What follows belongs to an exercise in optimizing a design on an open flow for small area, a short achievable clock period and few clock cycles; a production flow would make more cautious choices. Only simulation tests tie the RTL to the original design; equivalence was not proved. Power is estimated from default activity; no workload was simulated.

==> config.mk <==
export PLATFORM = sky130hd
export DESIGN_NAME = AYUMU
export DESIGN_NICKNAME = AYUMU
export VERILOG_FILES = /design/flow/design.v
export SDC_FILE = /design/flow/constraint.sdc
export NUM_CORES = 4
export LEC_CHECK = 0
export CAP_MARGIN = 20
export CORE_MARGIN = 2
export CORE_UTILIZATION = 50
export CTS_CLUSTER_DIAMETER = 70
export CTS_CLUSTER_SIZE = 25
export SLEW_MARGIN = 20
==> constraint.sdc <==
create_clock -name core_clock -period 10.0 [get_ports {CLK}]
set_input_delay 2.0000 -clock core_clock [delete_from_list [all_inputs] [get_ports {CLK}]]
set_output_delay 2.0000 -clock core_clock [all_outputs]
set_load 0.01 [all_outputs]
==> design.v <==
module ADD9(
	input [8:0] X,
	input [8:0] Y,
	input CI,
	output [8:0] S
);
wire [8:0] p = X ^ Y;
reg [8:0] G, P;
reg [8:0] Gn, Pn;
integer i, d;
always @* begin
	G = X & Y;
	P = p;
	G[0] = G[0] | (P[0] & CI);
	P[0] = 1'b0;
	for (d = 1; d < 9; d = d * 2) begin
		Gn = G;
		Pn = P;
		for (i = 0; i < 9; i = i + 1)
			if (i >= d) begin
				Gn[i] = G[i] | (P[i] & G[i-d]);
				Pn[i] = P[i] & P[i-d];
			end
		G = Gn;
		P = Pn;
	end
end
assign S = p ^ {G[7:0], CI};
endmodule
module INC16(
	input [15:0] X,
	output [15:0] Y
);
reg [15:0] A, An;
integer i, d;
always @* begin
	A = X;    
	for (d = 1; d < 16; d = d * 2) begin
		An = A;
		for (i = 0; i < 16; i = i + 1)
			if (i >= d)
				An[i] = A[i] & A[i-d];
		A = An;
	end
end
assign Y = X ^ {A[14:0], 1'b1};
endmodule
module ALU(
	input [7:0] A,
	input [7:0] B,
	input CIN,
	input SUB,         
	input USE_C,       
	input SGN,         
	input S_SUM, S_MUL, S_SHL, S_SHR, S_AND, S_OR, S_XOR, S_NOT,
	input [8:0] P_S,
	input [8:0] P_C,
	input [8:0] P_D,
	output [8:0] MUL_S,
	output [8:0] MUL_C,
	output [8:0] MUL_D,
	output [8:0] RES,
	input C_EQ, C_NE, C_LT, C_GT, C_LE, C_GE,    
	output reg CMP
);
wire [8:0] bx = SUB ? {1'b1, ~B} : {1'b0, B};
wire cin = SUB ? ~(USE_C & CIN) : (USE_C & CIN);
wire [8:0] sum;
ADD9 ADD(.X({1'b0, A}), .Y(bx), .CI(cin), .S(sum));
wire [8:0] ma = {SGN & A[7], A};
wire [8:0] mb = {SGN & B[7], B};
wire [8:0] r [0:8];
genvar g;
generate
	for (g = 0; g < 9; g = g + 1) begin : gen_pp
		assign r[g] = ({9{mb[g]}} & ma) << g;
	end
endgenerate
function [17:0] csa;    
	input [8:0] x, y, z;
	csa = {((x & y) | (x & z) | (y & z)) << 1, x ^ y ^ z};
endfunction
wire [17:0] l1a = csa(r[0], r[1], r[2]);
wire [17:0] l1b = csa(r[3], r[4], r[5]);
wire [17:0] l1c = csa(r[6], r[7], r[8]);
wire [17:0] l2a = csa(l1a[8:0], l1a[17:9], l1b[8:0]);
wire [17:0] l2b = csa(l1b[17:9], l1c[8:0], l1c[17:9]);
wire [17:0] l3a = csa(l2a[8:0], l2a[17:9], l2b[8:0]);
assign MUL_S = l3a[8:0];
assign MUL_C = l3a[17:9];
assign MUL_D = l2b[17:9];
wire [17:0] l4a = csa(P_S, P_C, P_D);
wire [8:0] prod;
ADD9 MADD(.X(l4a[8:0]), .Y(l4a[17:9]), .CI(1'b0), .S(prod));
wire [8:0] shl = {1'b0, A} << B;
wire [8:0] shr = {1'b0, A} >> B;
assign RES = ({9{S_SUM}} & sum)
           | ({9{S_MUL}} & prod)
           | ({9{S_SHL}} & shl)
           | ({9{S_SHR}} & shr)
           | ({9{S_AND}} & {1'b0, A & B})
           | ({9{S_OR}}  & {1'b0, A | B})
           | ({9{S_XOR}} & {1'b0, A ^ B})
           | ({9{S_NOT}} & {1'b1, ~A});
wire eq = A == B;
reg lt;
integer k;
always @* begin
	lt = 1'b0;    
	for (k = 0; k < 8; k = k + 1)
		if (A[k] != B[k])
			lt = B[k];
end
always @* CMP = (C_EQ & eq) | (C_NE & ~eq) | (C_LT & lt) | (C_GT & ~lt & ~eq)
              | (C_LE & (lt | eq)) | (C_GE & ~lt);
endmodule
module MEM(
	input CLK,
	input [15:0] HI,
	input [15:0] HW,
	input [15:0] LO,
	input [7:0] D,
	output [7:0] Q
);
wire [7:0] part [0:15];
wire [7:0] grp [0:15];
genvar j, i;
generate
	for (j = 0; j < 16; j = j + 1) begin : hi
		wire [7:0] sel [0:15];
		for (i = 0; i < 16; i = i + 1) begin : lo
			reg [7:0] W;
			always @(posedge CLK)
				if (HW[j] & LO[i])
					W <= D;
			assign sel[i] = W & {8{LO[i]}};
		end
		assign part[j] = sel[0] | sel[1] | sel[2] | sel[3] | sel[4] | sel[5] | sel[6] | sel[7]
		               | sel[8] | sel[9] | sel[10] | sel[11] | sel[12] | sel[13] | sel[14] | sel[15];
		assign grp[j] = part[j] & {8{HI[j]}};
	end
endgenerate
assign Q = grp[0] | grp[1] | grp[2] | grp[3] | grp[4] | grp[5] | grp[6] | grp[7]
         | grp[8] | grp[9] | grp[10] | grp[11] | grp[12] | grp[13] | grp[14] | grp[15];
endmodule
module INPUT_INT(
	input CLK,
	input RST,
	input EN,
	input [7:0] INPUT,
	input [1:0] CFG,
	output reg INT_FLAG,
	output INT_NEXT
);
reg [7:0] PREV_INPUT;
wire edge_hit = (CFG == 2'b01) ? |(~PREV_INPUT & INPUT) :
                (CFG == 2'b11) ? |(PREV_INPUT & ~INPUT) : 1'b0;
assign INT_NEXT = EN ? edge_hit : INT_FLAG;
always @(posedge CLK) begin
	if (RST) begin
		INT_FLAG <= 1'b0;
		PREV_INPUT <= 8'd0;
	end
	else begin
		INT_FLAG <= INT_NEXT;
		if (EN)
			PREV_INPUT <= INPUT;
	end
end
endmodule
module TIMER_INT(
	input CLK,
	input RST,
	input EN,
	input [6:0] CFG0,
	input [6:0] CFG1,
	input [6:0] CFG2,
	input [6:0] CFG3,
	output reg [3:0] INT_FLAG,
	output [3:0] INT_NEXT
);
reg [9:0] CNT;
reg [5:0] TICK [0:3];
wire WRAP = CNT == 10'd999;
wire [6:0] CFG [0:3];
assign CFG[0] = CFG0;
assign CFG[1] = CFG1;
assign CFG[2] = CFG2;
assign CFG[3] = CFG3;
wire [3:0] hit;
genvar g;
generate
	for (g = 0; g < 4; g = g + 1) begin : gen_hit
		assign hit[g] = WRAP & CFG[g][0] & (CFG[g][6:1] == TICK[g]);
	end
endgenerate
assign INT_NEXT = EN ? hit : INT_FLAG;
integer i;
always @(posedge CLK) begin
	if (RST) begin
		CNT <= 10'd0;
		INT_FLAG <= 4'd0;
		for (i = 0; i < 4; i = i + 1)
			TICK[i] <= 6'd0;
	end
	else begin
		INT_FLAG <= INT_NEXT;
		if (EN) begin
			CNT <= WRAP ? 10'd0 : CNT + 10'd1;
			for (i = 0; i < 4; i = i + 1) begin
				if (hit[i])
					TICK[i] <= 6'd0;
				else if (WRAP)
					TICK[i] <= TICK[i] + 6'd1;
			end
		end
	end
end
endmodule
module AYUMU(
	input CLK,
	input RST,
	input [31:0] INPUT,
	output [31:0] OUTPUT,
	output [15:0] IADDR,
	input [15:0] IDATA
);
reg        RUN;       
reg        HOLD;      
reg        TAKE;      
reg [15:0] NPC;       
reg [15:0] PC;        
reg        C_FLAG;
reg        F_FLAG;
reg        INSERV;    
reg [15:0] SAVED_PC;
reg [8:0]  P_S;       
reg [8:0]  P_C;
reg [8:0]  P_D;
reg [7:0]  R   [0:15];
reg [7:0]  IO  [0:3];
reg [15:0] VEC [0:7];    
reg [7:0]  VSET;
reg [1:0]  ICFG [0:3];    
reg [6:0]  TCFG [0:3];    
assign OUTPUT = {IO[3], IO[2], IO[1], IO[0]};
assign IADDR = NPC;
integer i;
wire [15:0] w = IDATA;
wire f_alui = w[15];
wire f_01   = ~w[15] & w[14];
wire f_alur = f_01 & (w[9:8] == 2'b00);
wire f_cmp  = f_01 & (w[9:8] == 2'b01);
wire f_io   = f_01 & (w[9:8] == 2'b10);
wire f_mem  = f_01 & (w[9:8] == 2'b11);
wire f_x1   = ~w[15] & ~w[14] & w[12];
wire f_jmp  = f_x1 & (w[7:4] == 4'd0);
wire f_not  = f_x1 & (w[7:4] == 4'd1);
wire f_reti = f_x1 & (w[7:4] == 4'd2);
wire [3:0] f_a  = f_alui ? w[11:8] : (f_io | f_not) ? w[3:0] : w[7:4];
wire [3:0] f_b  = w[3:0];
wire [3:0] f_op = f_alui ? {1'b0, w[14:12]} : w[13:10];
wire f_alu2 = f_alui | f_alur;    
wire [15:0] f_opd = {16{f_alu2}} & (16'd1 << f_op);
wire f_mul  = f_opd[2] | f_opd[8];
wire f_jmpu = f_jmp & (w[9:8] == 2'b00);
wire f_jmpc = f_jmp & (w[9:8] == 2'b01);
wire f_ret  = f_reti | (f_jmp & (w[9:8] == 2'b10));
wire f_vsel = w[3:0] != 4'd0;
reg [15:0] A_OH;        
reg [3:0]  A_IDX;       
reg [7:0]  OPA;         
reg [7:0]  OPB;         
reg [15:0] M_HI;        
reg [15:0] M_HW;        
reg [15:0] M_LO;        
reg        FWD_A, FWD_B;    
reg [7:0]  LAST;        
reg        S_SUM, S_MUL, S_SHL, S_SHR, S_AND, S_OR, S_XOR, S_NOT;
reg        D_SUB, D_USEC, D_SGN;
reg        C_EQ, C_NE, C_LT, C_GT, C_LE, C_GE;    
reg        D_ALU, D_LD, D_IN, D_OUT, D_SETV, D_SETC;
reg        D_RETI, D_VSEL;
reg [2:0]  D_K;         
wire adv = RUN & ~HOLD;       
wire exe = adv & ~TAKE;       
wire reg_we = exe & (D_ALU | D_LD | D_IN);
wire [7:0] wd;
wire [15:0] PAIR = D_VSEL ? {R[14], R[15]} : {R[12], R[13]};
wire [7:0] A = FWD_A ? LAST : OPA;
wire [7:0] B = FWD_B ? LAST : OPB;
wire [8:0] alu_res;
wire       cmp_res;
wire [8:0] mul_s;
wire [8:0] mul_c;
wire [8:0] mul_d;
ALU ALU(.A(A), .B(B), .CIN(C_FLAG), .SUB(D_SUB), .USE_C(D_USEC), .SGN(D_SGN),
	.S_SUM(S_SUM), .S_MUL(S_MUL), .S_SHL(S_SHL), .S_SHR(S_SHR), .S_AND(S_AND), .S_OR(S_OR),
	.S_XOR(S_XOR), .S_NOT(S_NOT), .P_S(P_S), .P_C(P_C), .P_D(P_D), .MUL_S(mul_s), .MUL_C(mul_c), .MUL_D(mul_d),
	.RES(alu_res), .C_EQ(C_EQ), .C_NE(C_NE), .C_LT(C_LT), .C_GT(C_GT), .C_LE(C_LE), .C_GE(C_GE),
	.CMP(cmp_res));
wire [7:0] mem_q;
MEM MEM(.CLK(CLK), .HI(M_HI), .HW(M_HW), .LO(M_LO), .D(A), .Q(mem_q));
wire [7:0] in_val = D_K[2] ? INPUT[D_K[1:0]*8 +: 8] : IO[D_K[1:0]];
assign wd = alu_res[7:0] | mem_q | ({8{D_IN}} & in_val);
wire [7:0] REQ;
wire [7:0] REQ_N;
genvar g;
generate
	for (g = 0; g < 4; g = g + 1) begin : gen_in
		INPUT_INT INPUT_INT(.CLK(CLK), .RST(RST), .EN(adv), .INPUT(INPUT[g*8 +: 8]), .CFG(ICFG[g]),
			.INT_FLAG(REQ[g]), .INT_NEXT(REQ_N[g]));
	end
endgenerate
TIMER_INT TIMER_INT(.CLK(CLK), .RST(RST), .EN(adv),
	.CFG0(TCFG[0]), .CFG1(TCFG[1]), .CFG2(TCFG[2]), .CFG3(TCFG[3]),
	.INT_FLAG(REQ[7:4]), .INT_NEXT(REQ_N[7:4]));
wire insrv_n = (adv & TAKE) ? 1'b1 : (exe & D_RETI) ? 1'b0 : INSERV;
wire f_n     = adv ? (exe & cmp_res) : F_FLAG;
wire [15:0] saved_n = (adv & TAKE) ? PC : SAVED_PC;
wire take_n  = (REQ_N != 8'd0) & ~insrv_n;
reg [15:0] vsel;
always @* begin
	if (REQ[0])      vsel = VSET[0] ? VEC[0] : 16'd0;
	else if (REQ[1]) vsel = VSET[1] ? VEC[1] : 16'd0;
	else if (REQ[2]) vsel = VSET[2] ? VEC[2] : 16'd0;
	else if (REQ[3]) vsel = VSET[3] ? VEC[3] : 16'd0;
	else if (REQ[4]) vsel = VSET[4] ? VEC[4] : 16'd0;
	else if (REQ[5]) vsel = VSET[5] ? VEC[5] : 16'd0;
	else if (REQ[6]) vsel = VSET[6] ? VEC[6] : 16'd0;
	else             vsel = VSET[7] ? VEC[7] : 16'd0;
end
wire fwd_b_n = reg_we & (A_IDX == f_b);
wire pair_wr = reg_we & (A_OH[12] | A_OH[13] | A_OH[14] | A_OH[15]);
wire haz_n   = ~HOLD & (f_mul | ((f_jmpu | f_jmpc) & pair_wr) | (f_mem & fwd_b_n));
wire hold_n  = ~HOLD & take_n | haz_n;
wire [15:0] tgt_n = f_vsel ? {R[14], R[15]} : {R[12], R[13]};
wire [15:0] npc_inc;
INC16 INC(.X(NPC), .Y(npc_inc));
wire [15:0] npc_base = (HOLD & TAKE) ? vsel :
                       haz_n ? NPC :
                       f_ret ? saved_n : npc_inc;
wire jmp_ok  = ~(HOLD & TAKE) & ~haz_n;
wire jt_n    = jmp_ok & (f_jmpu | (f_jmpc & (adv ? exe & cmp_res : F_FLAG)));
wire [15:0] npc_n = jt_n ? tgt_n : npc_base;
wire [7:0] rb_n = R[f_b];
wire [7:0] r74  = R[w[7:4]];
wire [7:0] rbhi = R[w[11:8]];
wire a_hi  = f_alui;
wire a_lo  = ~w[15] & (f_io | f_not);
wire [7:0] ra_n = a_hi ? rbhi : a_lo ? rb_n : r74;
wire fwd_a_n_p = a_hi ? (A_IDX == w[11:8]) : a_lo ? (A_IDX == w[3:0]) : (A_IDX == w[7:4]);
wire fwd_a_n = reg_we & fwd_a_n_p;
always @(posedge CLK) begin
	A_OH   <= 16'd1 << f_a;
	A_IDX  <= f_a;
	OPA    <= ra_n;
	OPB    <= f_alui ? w[7:0] : rb_n;
	M_HI   <= {16{f_mem & w[10]}} & (16'd1 << rb_n[7:4]);
	M_HW   <= {16{f_mem & ~w[10] & ~hold_n & ~take_n & ~RST}} & (16'd1 << rb_n[7:4]);
	M_LO   <= 16'd1 << rb_n[3:0];
	FWD_A  <= fwd_a_n;
	FWD_B  <= ~f_alui & fwd_b_n;
	LAST   <= wd;
	S_SUM  <= f_opd[0] | f_opd[1] | f_opd[9] | f_opd[10];
	S_MUL  <= f_mul;
	S_SHL  <= f_opd[3];
	S_SHR  <= f_opd[4];
	S_AND  <= f_opd[5];
	S_OR   <= f_opd[6];
	S_XOR  <= f_opd[7];
	S_NOT  <= f_opd[11] | f_not;
	D_SUB  <= f_opd[1] | f_opd[10];
	D_USEC <= f_opd[9] | f_opd[10];
	D_SGN  <= f_opd[2];
	C_EQ   <= f_cmp & (w[13:10] == 4'd0);
	C_NE   <= f_cmp & (w[13:10] == 4'd1);
	C_LT   <= f_cmp & (w[13:10] == 4'd2);
	C_GT   <= f_cmp & (w[13:10] == 4'd3);
	C_LE   <= f_cmp & (w[13:10] == 4'd4);
	C_GE   <= f_cmp & (w[13:10] == 4'd5);
	D_ALU  <= f_alu2 | f_not;
	D_LD   <= f_mem & w[10];
	D_IN   <= f_io & (w[13:12] == 2'b00) & w[11];
	D_OUT  <= f_io & (w[13:12] == 2'b00) & ~w[11] & ~w[6];
	D_SETV <= f_io & (w[13:12] == 2'b01);
	D_SETC <= f_io & (w[13:12] == 2'b10);
	D_RETI <= f_ret;
	D_VSEL <= f_vsel;
	D_K    <= w[6:4];
end
always @(posedge CLK) begin
	if (exe & D_SETV)
		VEC[D_K] <= PAIR;
end
always @(posedge CLK) begin
	if (RUN & HOLD) begin
		P_S <= mul_s;
		P_C <= mul_c;
		P_D <= mul_d;
	end
end
always @(posedge CLK) begin
	if (RST) begin
		RUN <= 1'b0;
		HOLD <= 1'b0;
		TAKE <= 1'b0;
		NPC <= 16'd0;
		PC <= 16'd0;
		C_FLAG <= 1'b0;
		F_FLAG <= 1'b0;
		INSERV <= 1'b0;
		SAVED_PC <= 16'd0;
		for (i = 0; i < 16; i = i + 1)
			R[i] <= 8'd0;
		for (i = 0; i < 4; i = i + 1) begin
			IO[i] <= 8'd0;
			ICFG[i] <= 2'd0;
			TCFG[i] <= 7'd0;
		end
		VSET <= 8'd0;
	end
	else begin
		RUN <= 1'b1;
		HOLD <= hold_n;
		TAKE <= take_n;
		NPC <= npc_n;
		if (~(HOLD & TAKE))
			PC <= NPC;
		INSERV <= insrv_n;
		F_FLAG <= f_n;
		SAVED_PC <= saved_n;
		if (adv)
			C_FLAG <= exe & alu_res[8];
		for (i = 0; i < 16; i = i + 1)
			if (reg_we & A_OH[i])
				R[i] <= wd;
		if (exe & D_OUT)
			IO[D_K[1:0]] <= A;
		if (exe & D_SETV)
			VSET[D_K] <= 1'b1;
		if (exe & D_SETC) begin
			if (D_K[2]) TCFG[D_K[1:0]] <= {A[7:2], A[0]};
			else ICFG[D_K[1:0]] <= A[1:0];
		end
	end
end
endmodule
==> flow/run.sh <==
#!/bin/bash
set -o pipefail
bash standard.sh SETUP_SLACK_MARGIN=6.5 \
	"BUFFER_PORTS_ARGS=-buffer_cell sky130_fd_sc_hd__buf_4" finish > standard.log 2>&1
==> standard.sh <==
#!/bin/bash
# synth_recipe.tcl (not shown) runs the flow's synth.tcl, then flattens the netlist and writes it again
# the make line also repeats each setting of config.mk as NAME=value (left out here)
make -C /OpenROAD-flow-scripts/flow DESIGN_CONFIG=/design/flow/config.mk WORK_HOME=/design/flow/orfs CLKGATE_MAP_FILE= SYNTH_SCRIPT=/design/flow/synth_recipe.tcl "${@:-finish}"
==> metrics.md, run 1 <==
| Metric | Value |
|---|---|
| Status | complete, no violations |
| Syn_nets | 7219 |
| Initial DRC Count | 10400 |
| Pre-antenna DRT Iters | 8 |
| Depth of the most critical reg-to-reg path | 11 |
| Clock share of power | 0.325 |
| Post-Syn Instances | 7100 |
| Pin count of the biggest net entering global routing | between 200 and 300 |
| First-pass GRT wire length | 511000 um |
| Avg Cell Area, Syn | ~15 sq um |
| Top cell type's share of synthesized area | 0.646 |
| Die height | around 460 um |
| Power Total | approximately 22000 uW |
| Site Rows | 168 |
| CTS max path bufs | 3 |
| Logic pwr share | 0.108 |
| Max IR drop VDD | between 0.2 and 0.25 mV |
| CTS tree | done |
| Synthesized flop and latch total | around 2600 |
| Fmax | between 200 and 250 MHz |
| Top post-synthesis cells by area | edfxtp_1, dfxtp_1, a221oi_1, a22o_1, nor2_1 |
| Sequential Power Share | 0.567 |
| Top-count cell post-synth | edfxtp_1 |
| Slew headroom | 0.109 |
| Yosys Warn Count | 10 |
| Top post-synthesis cells by count | edfxtp_1, a221oi_1, a22o_1 |
| Final setup viols | 0 |
| Leading area contributor after synthesis | edfxtp_1 |
| Hold_buf cts | 0 |
| Worst-path clk slew | roughly 90 ps |
| CORE AREA | 209000 sq um |
| DRT Wirelength | 375000 um |
| Congestion Overflow GR | 0 |
| IO buf count | 97 |
| Crit Reg-Reg Endpoint | R[7][4] |
| Cell internal pwr | around 16000 uW |
| Width of the chip | 463 um |
| Fraction of registers with async set/reset | 0 |
| # clock sinks | 2646 |
| CP Class | reg -> reg |
| NumNets Final | about 7400 |
| Crit path capture | R[7][4] |
| Setup Slack @ Placement | roughly 4600 ps |
| Synth Cell Area | 105000 sq um |
| Hold Slack | 456 ps |
| Worst Setup SP | M_LO[5] |
| Synth Flop Type | edfxtp_1 |
| R2r setup slk | 5680 ps |
| Worst-Margin Slew | 1340 ps |
| Layout cells sized above 1 | 0.164 |
| Worst r2r src | M_LO[5] |
| Hold Vio Cnt, Final | 0 |
| Hold Path Class | reg -> reg |
| Vias per cell | 6.85 |
| Period Utilization, post-route | 0.432 |
| Drc violations | 0 |
| CTS root buf | clkbuf_16 |
| PnR worst setup slack | 5680 ps |
| CTS HTree Levels | 4 |
| Sequential-to-total area share from yosys stat | 0.719 |
| Arrival time at the worst endpoint | about 5000 ps |
| Max_cap viols | 0 |
| Post-synth EDFFs | 2260 |
| IO Count | 98 |
| Clock Skew | between 50 and 60 ps |
| Initial antenna violation count | 12 |
| P_leak | 0.0392 uW |
| Total net switching power | 5600 uW |
| GP Congestion | 0.972 |
| HPWL Detailed | 207000 um |
| Full die area | 214000 sq um |
| Starting Density | 0.502 |
| Clk Latency, worst-skew pair | just under 900 ps |
| Layout area overhead | 14.7% |
| Slew Viols, Final | 0 |
| Avg WL per Cell | 36.7 um |
| Number of buffers created by CTS | 151 |
| RSZ-0062 raised after global routing | yes |
| Startpoint types | register |
| Critical path peak fanout | 17 |
| Count of different cell masters after synthesis | 99 |
| Fin crit period | 4320 ps |
| CP required | 10670 ps |
| Critical Path End Type | register |
| Pwr/cell area | 181 nW/um^2 |
| Switching portion of total power | 0.257 |
| Vias in the first global route | 65200 |
| Routed via count | 70000 |
| TNS Setup | 0 ps |
| Gr usage total | 0.333 |
| Antenna viol nets, final | 0 |
layout by cell type (no fill, tap or decap), types with 70 or more instances in the layout:
master	count
a221oi_1	535
and2_1	280
edfxtp_1	2260
nor3_1	70
buf_4	297
nand4_1	166
nand2_1	379
o21ai_0	88
buf_6	84
a22o_1	529
a211oi_1	74
a21oi_1	169
nor2_1	481
mux2i_1	77
clkbuf_16	183
dfxtp_1	352
through the flow:
| step | instances | cell area, sq um | utilization |
|---|---|---|---|
| 5_1_grt | 10200 | 121000 | 0.576 |
| 6_report | 10200 | 121000 | 0.576 |
| 3_5_place_dp | 9623 | 109000 | 0.520 |
| 3_3_place_gp | 9623 | 109000 | 0.520 |
| 4_1_cts | 10100 | 119000 | 0.566 |
| 2_1_floorplan | 7100 | 106000 | - |
worst min path at each step:
stage                         end  depth (start not counted)  slack, ps  startpoint
after detailed placement   PC[14]                          2        440      PC[14]
after global routing        PC[1]                          2        470       PC[1]
after floorplan           VSET[1]                          2        430     VSET[1]
after global placement     PC[15]                          2        440      PC[15]
final                      PC[14]                          2        460      PC[14]
after CTS                  PC[14]                          2        460      PC[14]
sequential cells by signal, summed over array words and instances, names as in the netlist, 8 cells and up:
register / flops
TCFG: 28
PC: 16
VSET: 8
A_OH: 16
gen_in.INPUT_INT.PREV_INPUT: 32
M_LO: 16
OPA: 8
M_HI: 16
TIMER_INT.TICK: 24
IO: 32
P_S: 9
NPC: 16
R: 128
ICFG: 8
MEM.hi.lo.W: 2048
VEC: 128
TIMER_INT.CNT: 10
SAVED_PC: 16
M_HW: 16
OPB: 8
LAST: 8
worst max-delay path, stage by stage (launching register included):
cell       delay (ps)
dfxtp_4           380
buf_12            150
buf_12            150
buf_4             180
a22o_1            250
a221oi_4          270
nand4_1           500
a222oi_1         1240
o2111ai_2         380
nor3_4            280
buf_12            200
a211oi_1           90
power groups by stage:
stage	combinational, uW	clock, uW	sequential [uW]
final	2360	7070	12300
after global routing	2430	7460	12300
after CTS	2140	7090	12300
after detailed placement	1790	0	12600
after global placement	1760	0	12600
after floorplan	1030	0	12600
cells by family (layout without fill, tap and decap cells):
logic type / count (synthesis) / after routing / synth area share
AO/OA/AOI/OAI: 1863 / 1863 / 0.143
multiplexers: 142 / 142 / 0.0159
XOR/XNOR: 109 / 109 / 0.00908
other: 0 / 2 / 0
adder cells (fa/ha/maj): 69 / 69 / 0.00971
flip-flops: 2646 / 2646 / 0.719
AND/OR/NAND/NOR: 1674 / 1676 / 0.0776
buffers and inverters: 597 / 903 / 0.0258
timing repair:
| item | CTS | global route |
|---|---|---|
| resized for setup | 393 | 154 |
| cloned | 41 | 24 |
| pin swaps | 59 | 89 |
| setup buffers | 179 | 85 |
| setup endpoints to repair | 584 | 389 |
per-layer routing:
layer	share of wire	GRT usage	wire (um)
met3	0.10	0.0635	38400
met5	0.000056	0	21
met2	0.46	0.523	172000
met4	0.054	0.144	20100
met1	0.38	0.454	144000
area by class of cell:
type | instances | area, sq um
fillers | 16500 | 88800
flip-flops and latches | 2646 | 75700
multi-input cells | 3859 | 28500
repair buffers | 563 | 7440
clock buffers | 173 | 4030
well taps | 2805 | 3510
clock inverters | 86 | 983
inverters | 80 | 365
repair inverters | 1 | 5.00
diodes | 2 | 5.00
Testbench counts, summed over its fixed seeds: cycles 152,112.
==> inputs of run 2 (changes only) <==
==> flow/run.sh (replaced) <==
#!/bin/bash
set -o pipefail
bash standard.sh SETUP_SLACK_MARGIN=6.4 \
	"BUFFER_PORTS_ARGS=-buffer_cell sky130_fd_sc_hd__buf_4" finish > standard.log 2>&1
--- a/config.mk
+++ b/config.mk
@@ -7,7 +7,8 @@
 export LEC_CHECK = 0
 export CAP_MARGIN = 20
 export CORE_MARGIN = 2
-export CORE_UTILIZATION = 50
+export CORE_UTILIZATION = 60
 export CTS_CLUSTER_DIAMETER = 70
 export CTS_CLUSTER_SIZE = 25
+export PLACE_DENSITY = 0.72
 export SLEW_MARGIN = 20
==> metrics.md, run 2 <==
| Metric | Value |
|---|---|
| Switching portion of total power | 0.251 (-0.00569) |
| Sequential Power Share | 0.582 (+0.015) |
| Worst-path cell chain | buf_16 -> a22o_1 -> a221oi_2 -> nand4_1 -> a22o_1 -> a221oi_4 -> nand4_1 -> a211oi_4 -> buf_12 -> buf_12 -> a211oi_1 |
| Post-Syn Instances | 7100 (unchanged) |
| Worst r2r src | M_LO[3] |
| Startpoint types | register |
| Hold Path Class | reg -> reg |
| Synth Cell Area | 105000 sq um (unchanged) |
| Logic pwr share | 0.106 (-0.002) |
| Total net switching power | 5340 uW (-4.6%) |
| CTS HTree Levels | 4 (unchanged) |
| Crit Reg-Reg Endpoint | R[10][3] |
| Arrival time at the worst endpoint | 4710 ps (-280 ps) |
| CP max-delay cell | nand4_1 |
| Avg Cell Area, Syn | 14.8 sq um (unchanged) |
| Slowest stage delay, CP | 590 ps (-650 ps) |
| Largest register FFs | 2048 (unchanged) |
| Buf+Inv Stages, Crit Path | 3 (-1) |
| Site Rows | 153 (-8.9%) |
| Filler cells | 11500 (-30%) |
| CP required | 10670 ps (about the same) |
| Status | complete, no violations |
| RSZ-0062 raised after global routing | yes |
| Syn_nets | 7219 (unchanged) |
| Power Total | 21200 uW (-2.5%) |
| Full die area | 179000 sq um (-17%) |
| Synth Flop Type | edfxtp_1 |
| NumNets Final | 7333 (-1.2%) |
| Top-count cell post-synth | edfxtp_1 |
| CTS root buf | clkbuf_16 |
| DRT Wirelength | 358000 um (-4.5%) |
| Clock Skew | 50.0 ps (-0.0887 ps) |
| Sequential-to-total area share from yosys stat | 0.719 (unchanged) |
| Delay-heaviest family, CP | compound AO/OA/AOI/OAI gates |
| Die height | 423 um (-8.6%) |
| Period Utilization, post-route | 0.404 (-0.0275) |
| Top cell type's share of synthesized area | 0.646 (unchanged) |
| Clock share of power | 0.313 (-0.012) |
| Vias per cell | 7.33 (+7.0%) |
| Layout area overhead | 12.7% |
| Worst-Margin Slew | 1190 ps (-146 ps) |
| Initial antenna violation count | 18 (+6) |
| Antenna viol nets, final | 0 (unchanged) |
| Number of buffers created by CTS | 144 (-4.6%) |
| R2r setup slk | 5960 ps (+270 ps) |
| Depth of the most critical reg-to-reg path | 11 (unchanged) |
| Commonest cells after routing, fill and taps aside | edfxtp_1, a22o_1, a221oi_1 |
| Top post-synthesis cells by count | edfxtp_1, a221oi_1, a22o_1 |
| IO Count | 98 (unchanged) |
| Gr usage total | 0.391 (+0.0583) |
| Hold Vio Cnt, Final | 0 (unchanged) |
| Final setup viols | 0 (unchanged) |
| Top post-synthesis cells by area | edfxtp_1, dfxtp_1, a221oi_1, a22o_1, nor2_1 |
| Final core occ | 0.681 (+0.105) |
| Routed via count | 70500 (+0.81%) |
| Worst-path clk slew | 90 ps (about the same) |
| Avg WL per Cell | 37.2 um (+1.4%) |
| CTS tree | done |
| Pwr/cell area | 179 nW/um^2 (-0.76%) |
| Initial DRC Count | 11400 (+11%) |
| WP depth | 11 (unchanged) |
| Critical path peak fanout | 20 (+3) |
| Worst Setup SP | M_LO[3] |
| Pin count of the biggest net entering global routing | 209 (-19%) |
| Leading area contributor after synthesis | edfxtp_1 |
| TNS Setup | 0 ps (unchanged) |
| CTS max path bufs | 3 (unchanged) |
| Largest regs | MEM.hi.lo.W x2048, R x128, VEC x128 |
| Slew headroom | 0.186 (+0.0771) |
| Most common cell after layout, fill and taps aside | edfxtp_1 |
| Slew Viols, Final | 0 (unchanged) |
| Cell internal pwr | 15900 uW (-1.7%) |
| GP Congestion | 1.01 (+4.3%) |
| Critical Path End Type | register |
| CORE AREA | 174000 sq um (-17%) |
| Fmax | 247 MHz (+6.8%) |
| Vias in the first global route | 66200 (+1.5%) |
| CP Class | reg -> reg |
| Drc violations | 0 (unchanged) |
| Width of the chip | 423 um (-8.6%) |
| Fraction of registers with async set/reset | 0 (unchanged) |
| Clk Latency, worst-skew pair | 860 ps (-20 ps) |
| IO buf count | 97 (unchanged) |
| Max_cap viols | 0 (unchanged) |
| Max IR drop VDD | 0.205 mV (-6.7%) |
| HPWL Detailed | 199000 um (-4.0%) |
| Crit path capture | R[10][3] |
| # clock sinks | 2646 (unchanged) |
| Pre-antenna DRT Iters | 10 (+2) |
| Largest Register | MEM.hi.lo.W |
| Yosys Warn Count | 10 (unchanged) |
| Starting Density | 0.604 (+0.102) |
| P_leak | 0.0385 uW (-1.9%) |
| Layout cells sized above 1 | 0.152 (-0.0118) |
| Post-synth EDFFs | 2260 (unchanged) |
| Fin crit period | 4040 ps (-275 ps) |
| Count of different cell masters after synthesis | 99 (unchanged) |
| First-pass GRT wire length | 497000 um (-2.6%) |
| Congestion Overflow GR | 0 (unchanged) |
| Synthesized flop and latch total | 2646 (unchanged) |
==> run 2: cell counts after synthesis <==
Identical to the previous run, type by type.
==> run 2: layout make-up <==
type,count,area [sq um],share of cell area
diodes,11,27.5,0.000232
clock buffers,160,3810,0.0322
clock inverters,57,719,0.00607
inverters,80,362,0.00305
multi-input cells,3859,28700,0.242
flip-flops and latches,2646,75700,0.639
well taps,2325,2910,0.0246
repair buffers,481,6270,0.0529
repair inverters,2,10.0,0.0000845
==> run 2: per-layer routing <==
layer,global-route usage,share of wire,vias to the layer above
li1,-,-,28600
met1,0.529,0.36,35500
met2,0.594,0.45,5437
met3,0.0950,0.13,1020
met4,0.200,0.061,12
met5,0,0.00018,-
==> run 2: tightest hold or removal path, delay by kind of cell, from the launching register on <==
| family | cells | cell delay, ps |
|---|---|---|
| flip-flops | 1 | 320 |
| AO/OA/AOI/OAI | 1 | 50 |
| AND/OR/NAND/NOR | 1 | 50 |
==> run 2: how the worst min path moves through the flow <==
stage	slack, ps	start	cells past startpoint	to
after CTS	460	PC[11]	2	PC[11]
after global placement	440	PC[15]	2	PC[15]
after floorplan	430	VSET[1]	2	VSET[1]
final	450	PC[11]	2	PC[11]
after global routing	480	PC[7]	2	PC[7]
after detailed placement	450	PC[11]	2	PC[11]
==> run 2: power by group through the flow <==
stage | Sequential [uW] | Combinational, uW | Clock (uW)
3_5_place_dp | 12600 | 1720 | 0
4_1_cts | 12300 | 2070 | 6610
5_1_grt | 12400 | 2300 | 6980
6_report | 12300 | 2240 | 6640
3_3_place_gp | 12600 | 1690 | 0
2_1_floorplan | 12600 | 1030 | 0
==> run 2: cell families after synthesis <==
kind of cell	share of synthesized area
flip-flops	0.719
XOR/XNOR	0.00908
adder cells (fa/ha/maj)	0.00971
multiplexers	0.0159
buffers and inverters	0.0258
AO/OA/AOI/OAI	0.143
AND/OR/NAND/NOR	0.0776
==> run 2: what timing repair did <==
item | in CTS | in global routing
cloned | 47 | 9
setup endpoints to repair | 339 | 292
buffers inserted | 164 | 35
gates resized for setup | 287 | 207
hold endpoints to repair | 0 | 0
pin swaps | 59 | 80
hold buffers | 0 | 0
==> run 2: metrics by stage <==
step	instances	hold WS [ps]	setup WS, ps	area (sq um)
3_5_place_dp	9136	447	4910	108000
6_report	9621	455	5960	118000
2_1_floorplan	7100	429	4320	106000
4_1_cts	9564	458	6240	117000
5_1_grt	9610	477	6060	118000
3_3_place_gp	9136	438	4940	108000
==> inputs of run 3 (changes only) <==
--- a/design.v
+++ b/design.v
@@ -229,11 +229,10 @@
 reg        HOLD;      
 reg        TAKE;      
 reg [15:0] NPC;       
-reg [15:0] PC;        
 reg        C_FLAG;
 reg        F_FLAG;
 reg        INSERV;    
-reg [15:0] SAVED_PC;
+reg [15:0] SAVED_PC;  
 reg [8:0]  P_S;       
 reg [8:0]  P_C;
 reg [8:0]  P_D;
@@ -317,7 +316,6 @@
 	.INT_FLAG(REQ[7:4]), .INT_NEXT(REQ_N[7:4]));
 wire insrv_n = (adv & TAKE) ? 1'b1 : (exe & D_RETI) ? 1'b0 : INSERV;
 wire f_n     = adv ? (exe & cmp_res) : F_FLAG;
-wire [15:0] saved_n = (adv & TAKE) ? PC : SAVED_PC;
 wire take_n  = (REQ_N != 8'd0) & ~insrv_n;
 reg [15:0] vsel;
 always @* begin
@@ -339,7 +337,7 @@
 INC16 INC(.X(NPC), .Y(npc_inc));
 wire [15:0] npc_base = (HOLD & TAKE) ? vsel :
                        haz_n ? NPC :
-                       f_ret ? saved_n : npc_inc;
+                       f_ret ? SAVED_PC : npc_inc;
 wire jmp_ok  = ~(HOLD & TAKE) & ~haz_n;
 wire jt_n    = jmp_ok & (f_jmpu | (f_jmpc & (adv ? exe & cmp_res : F_FLAG)));
 wire [15:0] npc_n = jt_n ? tgt_n : npc_base;
@@ -406,7 +404,6 @@
 		HOLD <= 1'b0;
 		TAKE <= 1'b0;
 		NPC <= 16'd0;
-		PC <= 16'd0;
 		C_FLAG <= 1'b0;
 		F_FLAG <= 1'b0;
 		INSERV <= 1'b0;
@@ -425,11 +422,10 @@
 		HOLD <= hold_n;
 		TAKE <= take_n;
 		NPC <= npc_n;
-		if (~(HOLD & TAKE))
-			PC <= NPC;
 		INSERV <= insrv_n;
 		F_FLAG <= f_n;
-		SAVED_PC <= saved_n;
+		if (~HOLD & take_n)
+			SAVED_PC <= NPC;
 		if (adv)
 			C_FLAG <= exe & alu_res[8];
 		for (i = 0; i < 16; i = i + 1)
==> flow/run.sh (replaced) <==
#!/bin/bash
set -o pipefail
bash standard.sh SETUP_SLACK_MARGIN=6.3 \
	"BUFFER_PORTS_ARGS=-buffer_cell sky130_fd_sc_hd__buf_4" finish > standard.log 2>&1
--- a/config.mk
+++ b/config.mk
@@ -7,8 +7,7 @@
 export LEC_CHECK = 0
 export CAP_MARGIN = 20
 export CORE_MARGIN = 2
-export CORE_UTILIZATION = 60
+export CORE_UTILIZATION = 50
 export CTS_CLUSTER_DIAMETER = 70
 export CTS_CLUSTER_SIZE = 25
-export PLACE_DENSITY = 0.72
 export SLEW_MARGIN = 20
==> metrics.md, run 3 <==
| Metric | Value |
|---|---|
| Hold Vio Cnt, Final | 0 (unchanged) |
| Width of the chip | 460 um (+8.9%) |
| Pre-antenna DRT Iters | 6 (-4) |
| Final core occ | 0.570 (-0.111) |
| Post-synth EDFFs | 2260 (unchanged) |
| Starting Density | 0.503 (-0.101) |
| Drc violations | 0 (unchanged) |
| Fmax | 243 MHz (-1.8%) |
| Syn_nets | 7157 (-0.86%) |
| P_leak | 0.0383 uW (-0.61%) |
| CP required | 10680 ps (about the same) |
| IO Count | 98 (unchanged) |
| PnR worst setup slack | 5880 ps (-75.7 ps) |
| WP depth | 14 (+3) |
| Antenna viol nets, final | 0 (unchanged) |
| CTS root buf | clkbuf_16 |
| Met2 GRT Util | 0.524 (-0.0698) |
| Congestion Overflow GR | 0 (unchanged) |
| Cell internal pwr | 15900 uW (-0.26%) |
| Full die area | 212000 sq um (+19%) |
| Clk Latency, worst-skew pair | 860 ps (about the same) |
| Worst-path cell chain | mux2i_4 -> buf_12 -> clkinvlp_4 -> fa_2 -> fa_1 -> a222oi_1 -> o211ai_1 -> a221oi_2 -> and3_1 -> nand4_1 -> a311oi_4 -> buf_6 -> clkbuf_16 -> a211oi_1 |
| Worst-Margin Slew | 1200 ps (+10.3 ps) |
| Startpoint types | register |
| Pin count of the biggest net entering global routing | 225 (+7.7%) |
| CTS HTree Levels | 4 (unchanged) |
| CTS max path bufs | 3 (unchanged) |
| Gr usage total | 0.329 (-0.0625) |
| Largest Register | MEM.hi.lo.W |
| Critical path peak fanout | 4 (-80%) |
| Avg WL per Cell | 35.9 um (-3.4%) |
| Switching portion of total power | 0.249 (-0.00195) |
| Worst r2r src | FWD_A |
| M3 GR Usage | 0.0561 (-0.0389) |
| Period Utilization, post-route | 0.412 (+0.00757) |
| Die height | 460 um (+8.9%) |
| Top post-synthesis cells by area | edfxtp_1, dfxtp_1, a221oi_1, a22o_1, a22oi_1 |
| Gr busiest metal | met2 |
| Pwr/cell area | 179 nW/um^2 (-0.12%) |
| Synth Cell Area | 104000 sq um (-0.99%) |
| Top cell type's share of synthesized area | 0.652 (+0.00644) |
| Crit Reg-Reg Endpoint | R[12][1] |
| CORE AREA | 207000 sq um (+19%) |
| HPWL Detailed | 197000 um (-0.84%) |
| Crit path capture | R[12][1] |
| Layout cells sized above 1 | 0.140 (-0.0117) |
| Slew headroom | 0.200 (+0.0136) |
| Setup Slack @ Placement | 4440 ps (-467 ps) |
| Depth of the most critical reg-to-reg path | 14 (+3) |
| NumNets Final | 7256 (-1.1%) |
| TNS Setup | 0 ps (unchanged) |
| Worst Setup SP | FWD_A |
| R2r setup slk | 5880 ps (-80 ps) |
| CP Class | reg -> reg |
| Layout area overhead | 13.4% |
| Clock Skew | 46.7 ps (-3.34 ps) |
| Status | complete, no violations |
| Arrival time at the worst endpoint | 4800 ps (+90 ps) |
| Logic pwr share | 0.099 (-0.007) |
| Synth Flop Type | edfxtp_1 |
| Leading area contributor after synthesis | edfxtp_1 |
| Count of different cell masters after synthesis | 86 (-13%) |
| DRT Wirelength | 360000 um (+0.65%) |
| Fin crit period | 4120 ps (+75.7 ps) |
| Final setup viols | 0 (unchanged) |
| Commonest cells after routing, fill and taps aside | edfxtp_1, nor2_1, a22o_1 |
| Most common cell after layout, fill and taps aside | edfxtp_1 |
| Vias per cell | 6.81 (-7.2%) |
| IO buf count | 97 (unchanged) |
| Sequential Power Share | 0.578 (-0.004) |
| Buf+Inv Stages, Crit Path | 4 (+1) |
| Sequential-to-total area share from yosys stat | 0.723 (+0.00410) |
| CP max-delay cell | fa_1 |
| RSZ-0062 raised after global routing | yes |
| Worst-path clk slew | 90 ps (about the same) |
| Largest register FFs | 2048 (unchanged) |
| Initial DRC Count | 9357 (-18%) |
| Clock share of power | 0.323 (+0.010) |
| Met1 usage | 0.453 (-0.0763) |
| Avg Cell Area, Syn | 14.8 sq um (-0.12%) |
| Top-count cell post-synth | edfxtp_1 |
| Total net switching power | 5270 uW (-1.3%) |
| Vias in the first global route | 63400 (-4.3%) |
| # clock sinks | 2630 (-0.60%) |
| Max_cap viols | 0 (unchanged) |
| Synthesized flop and latch total | 2630 (-0.60%) |
| Max IR drop VDD | 0.214 mV (+4.3%) |
| Routed via count | 68300 (-3.2%) |
| Number of buffers created by CTS | 146 (+1.4%) |
| GP Congestion | 0.954 (-6.0%) |
| Post-Syn Instances | 7038 (-0.87%) |
| Top post-synthesis cells by count | edfxtp_1, a221oi_1, nor2_1 |
| Slowest stage delay, CP | 450 ps (-140 ps) |
| Fraction of registers with async set/reset | 0 (unchanged) |
| Slew Viols, Final | 0 (unchanged) |
| First-pass GRT wire length | 494000 um (-0.69%) |
| Initial antenna violation count | 18 (unchanged) |
| Yosys Warn Count | 10 (unchanged) |
| Site Rows | 167 (+9.2%) |
| CTS tree | done |
| Delay-heaviest family, CP | compound AO/OA/AOI/OAI gates |
| Hold Path Class | reg -> reg |
| Largest regs | MEM.hi.lo.W x2048, R x128, VEC x128 |
| Critical Path End Type | register |
run 3: worst reg2reg max path: cells and delay by family (launching register included):
kind,cells,cell delay (ps)
AO/OA/AOI/OAI,5,1310
adder cells (fa/ha/maj),2,850
buffers and inverters,4,630
flip-flops,1,390
multiplexers,1,270
AND/OR/NAND/NOR,2,530
run 3: cell families after synthesis:
family,after synthesis,synth area share
flops,2630,0.723
compound gates,1847,0.139
simple gates,1599,0.0764
buf+inv,599,0.0222
mux,188,0.0208
xor+xnor,106,0.00892
fa+ha+maj,69,0.00981
run 3: worst min path at each step:
stage                                      start                                end  slack, ps  depth (start not counted)
2_1_floorplan                            VSET[0]                            VSET[0]        430                          2
3_3_place_gp               TIMER_INT.INT_FLAG[3]              TIMER_INT.INT_FLAG[3]        440                          2
3_5_place_dp   gen_in[3].INPUT_INT.PREV_INPUT[7]  gen_in[3].INPUT_INT.PREV_INPUT[7]        450                          2
5_1_grt        gen_in[3].INPUT_INT.PREV_INPUT[7]  gen_in[3].INPUT_INT.PREV_INPUT[7]        480                          2
6_report       gen_in[3].INPUT_INT.PREV_INPUT[7]  gen_in[3].INPUT_INT.PREV_INPUT[7]        460                          2
4_1_cts        gen_in[3].INPUT_INT.PREV_INPUT[7]  gen_in[3].INPUT_INT.PREV_INPUT[7]        460                          2
run 3: area by class of cell:
type	count	area, sq um
Clock inverter	72	808
Clock buffer	168	3930
Timing Repair Buffer	466	6130
Inverter	77	373
Fill cell	16100	89000
Antenna cell	11	27.5
Timing Repair inverter	5	25.0
Multi-Input combinational cell	3811	27900
Sequential cell	2630	75300
Tap cell	2788	3490
run 3: timing repair:
item,4_1_cts,5_1_grt
pin swaps,59,48
resized for setup,300,117
endpoints found under the hold margin,0,0
cloned,49,17
setup buffers,134,47
setup endpoints to repair,368,209
hold buffers,0,0
run 3: per-stage QoR:
stage                     std cells  cell area (sq um)  hold WS [ps]  power [uW]
after floorplan                7038             105000           428       13400
after global placement         9530             108000           444       14100
after detailed placement       9530             108000           449       14100
after CTS                      9953             117000           457       21000
after global routing          10000             118000           482       21600
final                         10000             118000           458       21100
run 3: power by group through the flow:
stage	registers [uW]	logic, uW	clock network (uW)
global route	12200	2150	7210
detailed placement	12500	1620	0
CTS	12200	1950	6840
floorplan	12500	954	0
finish	12200	2080	6830
global placement	12500	1590	0
run 3: metal layers:
metal | share of wire | vias up | wire [um]
met1 | 0.39 | 35200 | 139000
li1 | - | 28300 | -
met5 | 0.00021 | - | 77
met3 | 0.10 | 654 | 35900
met2 | 0.47 | 4175 | 169000
met4 | 0.044 | 12 | 16000
Testbench counts of run 3, summed over its fixed seeds: cycles 152,112.
==> inputs of run 4 (changes only) <==
==> flow/run.sh (replaced) <==
#!/bin/bash
set -o pipefail
bash standard.sh SETUP_SLACK_MARGIN=6.1 \
	"BUFFER_PORTS_ARGS=-buffer_cell sky130_fd_sc_hd__buf_4" finish > standard.log 2>&1
==> metrics.md, run 4 <==
| Metric | Value |
|---|---|
| Fin crit period | 4000 ps (-125 ps) |
| Critical path peak fanout | 66 (+62) |
| Hold Slack | 461 ps (+3.56 ps) |
| Top post-synthesis cells by area | edfxtp_1, dfxtp_1, a221oi_1, a22o_1, a22oi_1 |
| Top-count cell post-synth | edfxtp_1 |
| NumNets Final | 7148 (-1.5%) |
| Avg WL per Cell | 35.4 um (-1.5%) |
| Synth Cell Area | 104000 sq um (unchanged) |
| Pre-antenna DRT Iters | 6 (unchanged) |
| Fmax | 250 MHz (+3.1%) |
| Starting Density | 0.503 (unchanged) |
| Vias per cell | 6.78 (-0.46%) |
| Slew Viols, Final | 0 (unchanged) |
| Initial DRC Count | 9942 (+6.3%) |
| Arrival time at the worst endpoint | 4660 ps (-140 ps) |
| Largest regs | MEM.hi.lo.W x2048, R x128, VEC x128 |
| CORE AREA | 207000 sq um (unchanged) |
| Hold_buf cts | 0 (unchanged) |
| Pin count of the biggest net entering global routing | 241 (+7.1%) |
| RSZ-0062 raised after global routing | yes |
| IO buf count | 97 (unchanged) |
| Worst-path cell chain | buf_4 -> buf_12 -> a22o_1 -> a221oi_1 -> nand4_1 -> a22oi_2 -> nand4_1 -> or3_4 -> a2111oi_4 -> buf_6 -> buf_12 -> a211oi_1 |
| CP Class | reg -> reg |
| Drc violations | 0 (unchanged) |
| Hold Vio Cnt, Final | 0 (unchanged) |
| Slowest stage delay, CP | 490 ps (+40 ps) |
| Sequential-to-total area share from yosys stat | 0.723 (unchanged) |
| Status | complete, no violations |
| Layout cells sized above 1 | 0.116 (-0.0241) |
| First-pass GRT wire length | 483000 um (-2.3%) |
| Site Rows | 167 (unchanged) |
| Clk Latency, worst-skew pair | 860 ps (about the same) |
| Period Utilization, post-route | 0.400 (-0.0125) |
| Synth Flop Type | edfxtp_1 |
| CTS max path bufs | 3 (unchanged) |
| Most common cell after layout, fill and taps aside | edfxtp_1 |
| Top cell type's share of synthesized area | 0.652 (unchanged) |
| Max IR drop VDD | 0.189 mV (-12%) |
| Die height | 460 um (unchanged) |
| Syn_nets | 7157 (unchanged) |
| Worst-path clk slew | 90 ps (about the same) |
| TNS Setup | 0 ps (unchanged) |
| Fraction of registers with async set/reset | 0 (unchanged) |
| Full die area | 212000 sq um (unchanged) |
| Initial antenna violation count | 11 (-7) |
| Worst-Margin Slew | 1150 ps (-46.0 ps) |
| # clock sinks | 2630 (unchanged) |
| Pwr/cell area | 183 nW/um^2 (+2.2%) |
| Final core occ | 0.559 (-0.0105) |
| CTS root buf | clkbuf_16 |
| Post-synth EDFFs | 2260 (unchanged) |
| Hold Path Class | reg -> reg |
| CP max-delay cell | or3_4 |
| Avg Cell Area, Syn | 14.8 sq um (unchanged) |
| Slew headroom | 0.230 (+0.0307) |
| Count of different cell masters after synthesis | 86 (unchanged) |
| Leading area contributor after synthesis | edfxtp_1 |
| CTS tree | done |
| Commonest cells after routing, fill and taps aside | edfxtp_1, nor2_1, a221oi_1 |
| Max_cap viols | 0 (unchanged) |
| IO Count | 98 (unchanged) |
| Final setup viols | 0 (unchanged) |
| Largest register FFs | 2048 (unchanged) |
| Post-Place Cell Area | 108000 sq um (about the same) |
| Number of buffers created by CTS | 149 (+2.1%) |
| HPWL Detailed | 196000 um (-0.51%) |
| P_leak | 0.0373 uW (-2.5%) |
| Top post-synthesis cells by count | edfxtp_1, a221oi_1, nor2_1 |
| Critical Path End Type | register |
| CTS HTree Levels | 4 (unchanged) |
| Fin area | 116000 sq um (-1.8%) |
| GP Congestion | 0.965 (+1.2%) |
| Layout area overhead | 11.3% |
| Width of the chip | 460 um (unchanged) |
| Vias in the first global route | 62800 (-0.93%) |
| Gr usage total | 0.319 (-0.00931) |
| Clock Skew | 49.3 ps (+2.68 ps) |
| Largest Register | MEM.hi.lo.W |
| Antenna viol nets, final | 0 (unchanged) |
| DRT Wirelength | 351000 um (-2.5%) |
| Startpoint types | register |
| CP required | 10670 ps (about the same) |
| Congestion Overflow GR | 0 (unchanged) |
| Post-Syn Instances | 7038 (unchanged) |
| Yosys Warn Count | 10 (unchanged) |
| Synthesized flop and latch total | 2630 (unchanged) |
| Power Total | 21200 uW (+0.33%) |
| Routed via count | 67200 (-1.5%) |
-- run 4: cell types whose count changed in the layout (fill, tap and decap cells not counted), moves of 15 or more --
| cell | change |
|---|---|
| a211oi_1 | +23 |
| a211oi_2 | -23 |
| a221oi_1 | +26 |
| a221oi_2 | -23 |
| buf_16 | -15 |
| buf_4 | -52 |
| bufbuf_16 | -16 |
-- run 4: final timing paths --
check | startpoint | end | slack [ps] | cells after the start
worst max-delay path | M_LO[4] | R[4][7] | 6000 | 12
worst min-delay path | gen_in[2].INPUT_INT.PREV_INPUT[7] | gen_in[2].INPUT_INT.PREV_INPUT[7] | 460 | 2
worst max register to register | M_LO[4] | R[4][7] | 6000 | 12
worst min register to register | gen_in[2].INPUT_INT.PREV_INPUT[7] | gen_in[2].INPUT_INT.PREV_INPUT[7] | 460 | 2
-- run 4: timing repair --
| action | 4_1_cts | 5_1_grt |
|---|---|---|
| pin swaps | 22 | 36 |
| endpoints found under the setup margin | 331 | 278 |
| resized for setup | 106 | 112 |
| hold endpoints to repair | 0 | 0 |
| setup buffers | 60 | 42 |
| gates cloned | 19 | 16 |
-- run 4: area by class of cell --
cell class / count / area, sq um
fillers: 16300 / 91200
clock buffers: 166 / 3870
well taps: 2788 / 3490
clock inverters: 91 / 1120
flip-flops and latches: 2630 / 75300
repair inverters: 6 / 30.0
diodes: 2 / 5.00
repair buffers: 355 / 4340
inverters: 77 / 350
multi-input cells: 3810 / 27300
-- run 4: kinds of logic after synthesis --
kind of cell / synth area share
compound gates: 0.139
xor+xnor: 0.00892
fa+ha+maj: 0.00981
buf+inv: 0.0222
flops: 0.723
mux: 0.0208
simple gates: 0.0764
-- run 4: critical path, delay by kind of cell, from the launching register on --
kind	cells	cell delay [ps]
and+or+nand+nor	3	1260
AOI/OAI and AO/OA	5	1300
DFF	1	400
buffers and inverters	4	740
-- run 4: power breakdown --
group	leakage [uW]	total, uW	switching (uW)	internal, uW
combinational	0.0111	1950	1360	591
sequential	0.0238	12200	97.6	12100
clock	0.00242	7030	3840	3190
-- run 4: through the flow --
stage / setup slack (ps) / std cells
2_1_floorplan: 4380 / 7038
3_3_place_gp: 4550 / 9527
3_5_place_dp: 4340 / 9527
4_1_cts: 6040 / 9863
5_1_grt: 6020 / 9924
6_report: 6000 / 9925
-- run 4: routing by layer --
layer,track usage,wire length [um],share of wire,up-vias
met5,0,0,0,-
met4,0.113,15700,0.045,0
met3,0.0574,35700,0.10,613
met2,0.504,162000,0.46,3963
met1,0.447,138000,0.39,34600
li1,-,-,-,28000
==> inputs of run 5 (changes only) <==
--- a/design.v
+++ b/design.v
@@ -59,9 +59,7 @@
 	output [8:0] MUL_S,
 	output [8:0] MUL_C,
 	output [8:0] MUL_D,
-	output [8:0] RES,
-	input C_EQ, C_NE, C_LT, C_GT, C_LE, C_GE,    
-	output reg CMP
+	output [8:0] RES
 );
 wire [8:0] bx = SUB ? {1'b1, ~B} : {1'b0, B};
 wire cin = SUB ? ~(USE_C & CIN) : (USE_C & CIN);
@@ -102,17 +100,21 @@
            | ({9{S_OR}}  & {1'b0, A | B})
            | ({9{S_XOR}} & {1'b0, A ^ B})
            | ({9{S_NOT}} & {1'b1, ~A});
-wire eq = A == B;
-reg lt;
+endmodule
+module CMP8(
+	input [7:0] A,
+	input [7:0] B,
+	output EQ,
+	output reg LT
+);
+assign EQ = A == B;
 integer k;
 always @* begin
-	lt = 1'b0;    
+	LT = 1'b0;    
 	for (k = 0; k < 8; k = k + 1)
 		if (A[k] != B[k])
-			lt = B[k];
+			LT = B[k];
 end
-always @* CMP = (C_EQ & eq) | (C_NE & ~eq) | (C_LT & lt) | (C_GT & ~lt & ~eq)
-              | (C_LE & (lt | eq)) | (C_GE & ~lt);
 endmodule
 module MEM(
 	input CLK,
@@ -256,7 +258,9 @@
 wire f_jmp  = f_x1 & (w[7:4] == 4'd0);
 wire f_not  = f_x1 & (w[7:4] == 4'd1);
 wire f_reti = f_x1 & (w[7:4] == 4'd2);
-wire [3:0] f_a  = f_alui ? w[11:8] : (f_io | f_not) ? w[3:0] : w[7:4];
+wire a_hi = w[15];
+wire a_lo = ~w[15] & (~w[14] | (w[9] & ~w[8]));
+wire [3:0] f_a  = a_hi ? w[11:8] : a_lo ? w[3:0] : w[7:4];
 wire [3:0] f_b  = w[3:0];
 wire [3:0] f_op = f_alui ? {1'b0, w[14:12]} : w[13:10];
 wire f_alu2 = f_alui | f_alur;    
@@ -296,8 +300,15 @@
 ALU ALU(.A(A), .B(B), .CIN(C_FLAG), .SUB(D_SUB), .USE_C(D_USEC), .SGN(D_SGN),
 	.S_SUM(S_SUM), .S_MUL(S_MUL), .S_SHL(S_SHL), .S_SHR(S_SHR), .S_AND(S_AND), .S_OR(S_OR),
 	.S_XOR(S_XOR), .S_NOT(S_NOT), .P_S(P_S), .P_C(P_C), .P_D(P_D), .MUL_S(mul_s), .MUL_C(mul_c), .MUL_D(mul_d),
-	.RES(alu_res), .C_EQ(C_EQ), .C_NE(C_NE), .C_LT(C_LT), .C_GT(C_GT), .C_LE(C_LE), .C_GE(C_GE),
-	.CMP(cmp_res));
+	.RES(alu_res));
+wire eq_oo, lt_oo, eq_lo, lt_lo, eq_ol, lt_ol;
+CMP8 CMP_OO(.A(OPA), .B(OPB), .EQ(eq_oo), .LT(lt_oo));
+CMP8 CMP_LO(.A(LAST), .B(OPB), .EQ(eq_lo), .LT(lt_lo));
+CMP8 CMP_OL(.A(OPA), .B(LAST), .EQ(eq_ol), .LT(lt_ol));
+wire eq = FWD_A ? (FWD_B | eq_lo) : (FWD_B ? eq_ol : eq_oo);
+wire lt = FWD_A ? (~FWD_B & lt_lo) : (FWD_B ? lt_ol : lt_oo);
+assign cmp_res = (C_EQ & eq) | (C_NE & ~eq) | (C_LT & lt) | (C_GT & ~lt & ~eq)
+               | (C_LE & (lt | eq)) | (C_GE & ~lt);
 wire [7:0] mem_q;
 MEM MEM(.CLK(CLK), .HI(M_HI), .HW(M_HW), .LO(M_LO), .D(A), .Q(mem_q));
 wire [7:0] in_val = D_K[2] ? INPUT[D_K[1:0]*8 +: 8] : IO[D_K[1:0]];
@@ -344,8 +355,6 @@
 wire [7:0] rb_n = R[f_b];
 wire [7:0] r74  = R[w[7:4]];
 wire [7:0] rbhi = R[w[11:8]];
-wire a_hi  = f_alui;
-wire a_lo  = ~w[15] & (f_io | f_not);
 wire [7:0] ra_n = a_hi ? rbhi : a_lo ? rb_n : r74;
 wire fwd_a_n_p = a_hi ? (A_IDX == w[11:8]) : a_lo ? (A_IDX == w[3:0]) : (A_IDX == w[7:4]);
 wire fwd_a_n = reg_we & fwd_a_n_p;
==> flow/run.sh (replaced) <==
#!/bin/bash
set -o pipefail
bash standard.sh SETUP_SLACK_MARGIN=6.3 \
	"BUFFER_PORTS_ARGS=-buffer_cell sky130_fd_sc_hd__buf_4" finish > standard.log 2>&1
==> metrics.md, run 5 <==
| Metric | Value |
|---|---|
| Worst-Margin Slew | 1250 ps (+98.6 ps) |
| Count of different cell masters after synthesis | 104 (+21%) |
| Worst-path clk slew | 90 ps (about the same) |
| Initial antenna violation count | 11 (unchanged) |
| Clock Skew | 60.7 ps (+11.4 ps) |
| CTS max path bufs | 3 (unchanged) |
| Commonest cells after routing, fill and taps aside | edfxtp_1, a22o_1, nor2_1 |
| CP Class | reg -> reg |
| Storage element area | 75300 sq um (about the same) |
| Layout area overhead | 12.2% |
| # clock sinks | 2630 (unchanged) |
| Gr usage total | 0.324 (+0.00442) |
| Period Utilization, post-route | 0.423 (+0.0234) |
| Hold path startpoint | TIMER_INT.INT_FLAG[3] |
| Yosys Warn Count | 11 (+1) |
| Max IR drop VDD | 0.198 mV (+4.6%) |
| Hold Vio Cnt, Final | 0 (unchanged) |
| Full die area | 214000 sq um (+1.0%) |
| Critical path peak fanout | 20 (-70%) |
| Sequential-to-total area share from yosys stat | 0.716 (-0.00758) |
| Arrival time at the worst endpoint | 4900 ps (+240 ps) |
| Site Rows | 168 (+0.60%) |
| Filler cells | 16500 (+1.2%) |
| Vias in the first global route | 64200 (+2.3%) |
| Synth Flop Type | edfxtp_1 |
| IO Count | 98 (unchanged) |
| IO buf count | 97 (unchanged) |
| Final setup viols | 0 (unchanged) |
| Synthesized flop and latch total | 2630 (unchanged) |
| Avg WL per Cell | 35.6 um (+0.73%) |
| Avg Cell Area, Syn | 14.8 sq um (-0.16%) |
| Top post-synthesis cells by area | edfxtp_1, dfxtp_1, a221oi_1, a22o_1, and2_1 |
| Pwr/cell area | 179 nW/um^2 (-2.0%) |
| Worst r2r src | M_LO[5] |
| NumNets Final | 7266 (+1.7%) |
| CORE AREA | 209000 sq um (+1.1%) |
| Layout cells sized above 1 | 0.145 (+0.0287) |
| CP required | 10670 ps (about the same) |
| Worst Setup SP | M_LO[5] |
| Fin crit period | 4230 ps (+234 ps) |
| Final non-filler cell total | 10100 (+1.4%) |
| Final core occ | 0.564 (+0.00449) |
| CTS tree | done |
| Pin count of the biggest net entering global routing | 237 (-1.7%) |
| Drc violations | 0 (unchanged) |
| Post-Syn Instances | 7124 (+1.2%) |
| Number of buffers created by CTS | 147 (-1.3%) |
| Starting Density | 0.502 (about the same) |
| DRT Wirelength | 358000 um (+2.1%) |
| Clk Latency, worst-skew pair | 860 ps (about the same) |
| Fraction of registers with async set/reset | 0 (unchanged) |
| Congestion Overflow GR | 0 (unchanged) |
| Hold Path Class | reg -> reg |
| Antenna viol nets, final | 0 (unchanged) |
| Top-count cell post-synth | edfxtp_1 |
| HPWL Detailed | 199000 um (+1.5%) |
| Fmax | 236 MHz (-5.5%) |
| TNS Setup | 0 ps (unchanged) |
| RSZ-0062 raised after global routing | yes |
| Startpoint types | register |
| Slew headroom | 0.165 (-0.0657) |
| Synth Cell Area | 105000 sq um (+1.1%) |
| Critical Path End Type | register |
| Routed via count | 68400 (+1.7%) |
| Syn_nets | 7243 (+1.2%) |
| Largest Register | MEM.hi.lo.W |
| Top post-synthesis cells by count | edfxtp_1, a221oi_1, a22o_1 |
| Post-Place Cells | 9610 (+0.87%) |
| First-pass GRT wire length | 498000 um (+3.2%) |
| Top cell type's share of synthesized area | 0.645 (-0.00683) |
| Fin area | 118000 sq um (+1.9%) |
| CTS root buf | clkbuf_16 |
| Post-Place Cell Area | 109000 sq um (+1.1%) |
| Leading area contributor after synthesis | edfxtp_1 |
| CTS HTree Levels | 4 (unchanged) |
| Pre-antenna DRT Iters | 8 (+2) |
| Most common cell after layout, fill and taps aside | edfxtp_1 |
| Initial DRC Count | 9724 (-2.2%) |
| Max_cap viols | 0 (unchanged) |
| P_leak | 0.0380 uW (+1.9%) |
| Largest register FFs | 2048 (unchanged) |
| GP Congestion | 0.957 (-0.84%) |
| Die height | 463 um (+0.52%) |
| Width of the chip | 463 um (+0.52%) |
| Slew Viols, Final | 0 (unchanged) |
| Vias per cell | 6.80 (+0.34%) |
| Post-synth EDFFs | 2260 (unchanged) |
| Status | complete, no violations |
| Area occupied by multi-input gates | 28800 sq um (+5.4%) |
| Largest regs | MEM.hi.lo.W x2048, R x128, VEC x128 |
run 5: final timing paths:
kind	to	slack (ps)	depth (start not counted)
max	R[14][5]	5770	10
min	TIMER_INT.INT_FLAG[3]	460	2
max reg2reg	R[14][5]	5770	10
min reg2reg	TIMER_INT.INT_FLAG[3]	460	2
run 5: worst max-delay path: stages, from the launching register on:
cell	delay, ps
dfxtp_4	480
buf_16	270
a22o_1	250
a221oi_1	320
nand4_1	340
a222oi_1	1050
nand4b_1	480
a221oi_4	360
buf_12	180
clkbuf_16	180
a211oi_1	80
run 5: report_power, final:
| part | total [uW] | internal [uW] | switching [uW] |
|---|---|---|---|
| clock | 6830 | 3020 | 3820 |
| combinational | 2100 | 650 | 1450 |
| sequential | 12200 | 12100 | 102 |
| total | 21200 | 15800 | 5360 |
run 5: final cells by class:
type | instances | area share
Timing Repair Buffer | 416 | 0.0440
Inverter | 99 | 0.00352
Tap cell | 2805 | 0.0297
Clock inverter | 81 | 0.00738
Multi-Input combinational cell | 3849 | 0.244
Antenna cell | 6 | 0.000127
Timing Repair inverter | 4 | 0.000191
Clock buffer | 169 | 0.0331
Sequential cell | 2630 | 0.638
run 5: layer usage:
| metal | global-route usage | up-vias | share of wire |
|---|---|---|---|
| met5 | 0 | - | 0.00014 |
| met4 | 0.112 | 8 | 0.040 |
| met3 | 0.0512 | 600 | 0.094 |
| met2 | 0.520 | 3920 | 0.47 |
| met1 | 0.450 | 35400 | 0.39 |
| li1 | - | 28400 | - |
run 5: stage by stage:
stage,setup WS (ps),power [uW],hold slack [ps]
after floorplan,4280,13500,429
after global placement,4610,14200,440
after detailed placement,4450,14200,446
after CTS,6190,21000,459
after global routing,6020,21600,487
final,5770,21200,460
run 5: cell families (layout without fill, tap and decap cells):
logic type	count (synthesis)	in the layout	share of synthesized area
multiplexers	197	197	0.0227
flip-flops	2630	2630	0.716
buffers and inverters	649	769	0.0251
adder cells (fa/ha/maj)	74	74	0.0102
XOR/XNOR	116	116	0.00966
AO/OA/AOI/OAI	1830	1831	0.139
AND/OR/NAND/NOR	1628	1631	0.0783
other	0	6	0
run 5: timing repair:
action                     CTS  global route
pin swaps                   51            47
resized for setup          209           109
setup buffers              103            43
hold buffers                 0             0
gates cloned                35            12
setup endpoints to repair  507           284
Testbench counts of run 5, summed over its fixed seeds: cycles 152,112.

what the ideal ports hide:
The flow's constraints put no driver on any port. The routed layouts listed below were extracted and timed again, unchanged, in two steps.
Step 1: set_driving_cell puts a clkbuf_16 on CLK and a buf_2 on each other input, an assumption about the parent block.
Step 2 moves the port delays by t, midway between the first and last clock arrival at a register: inputs arrive t later, outputs are due t later. That takes back most of the time a late clock gives input paths.
Slacks: ideal / step 1 / step 2; pairs: ideal / step 1.
run | t, ns | setup WS [ns] | cell pins on the clock port's net
run 1 | 0.940 | 5.681 / 5.681 / 5.182 | 1
run 2 | 0.917 | 5.955 / 5.955 / 5.274 | 1
run 3 | 0.939 | 5.880 / 5.880 / 5.247 | 1
run 4 | 0.925 | 6.004 / 6.004 / 5.183 | 1
run 5 | 0.919 | 5.770 / 5.770 / 5.245 | 1
After both steps every run listed still meets setup and hold. The setup slack of run 4, which loses most, moves by 0.000 ns with the drivers and by -0.821 ns with both steps.
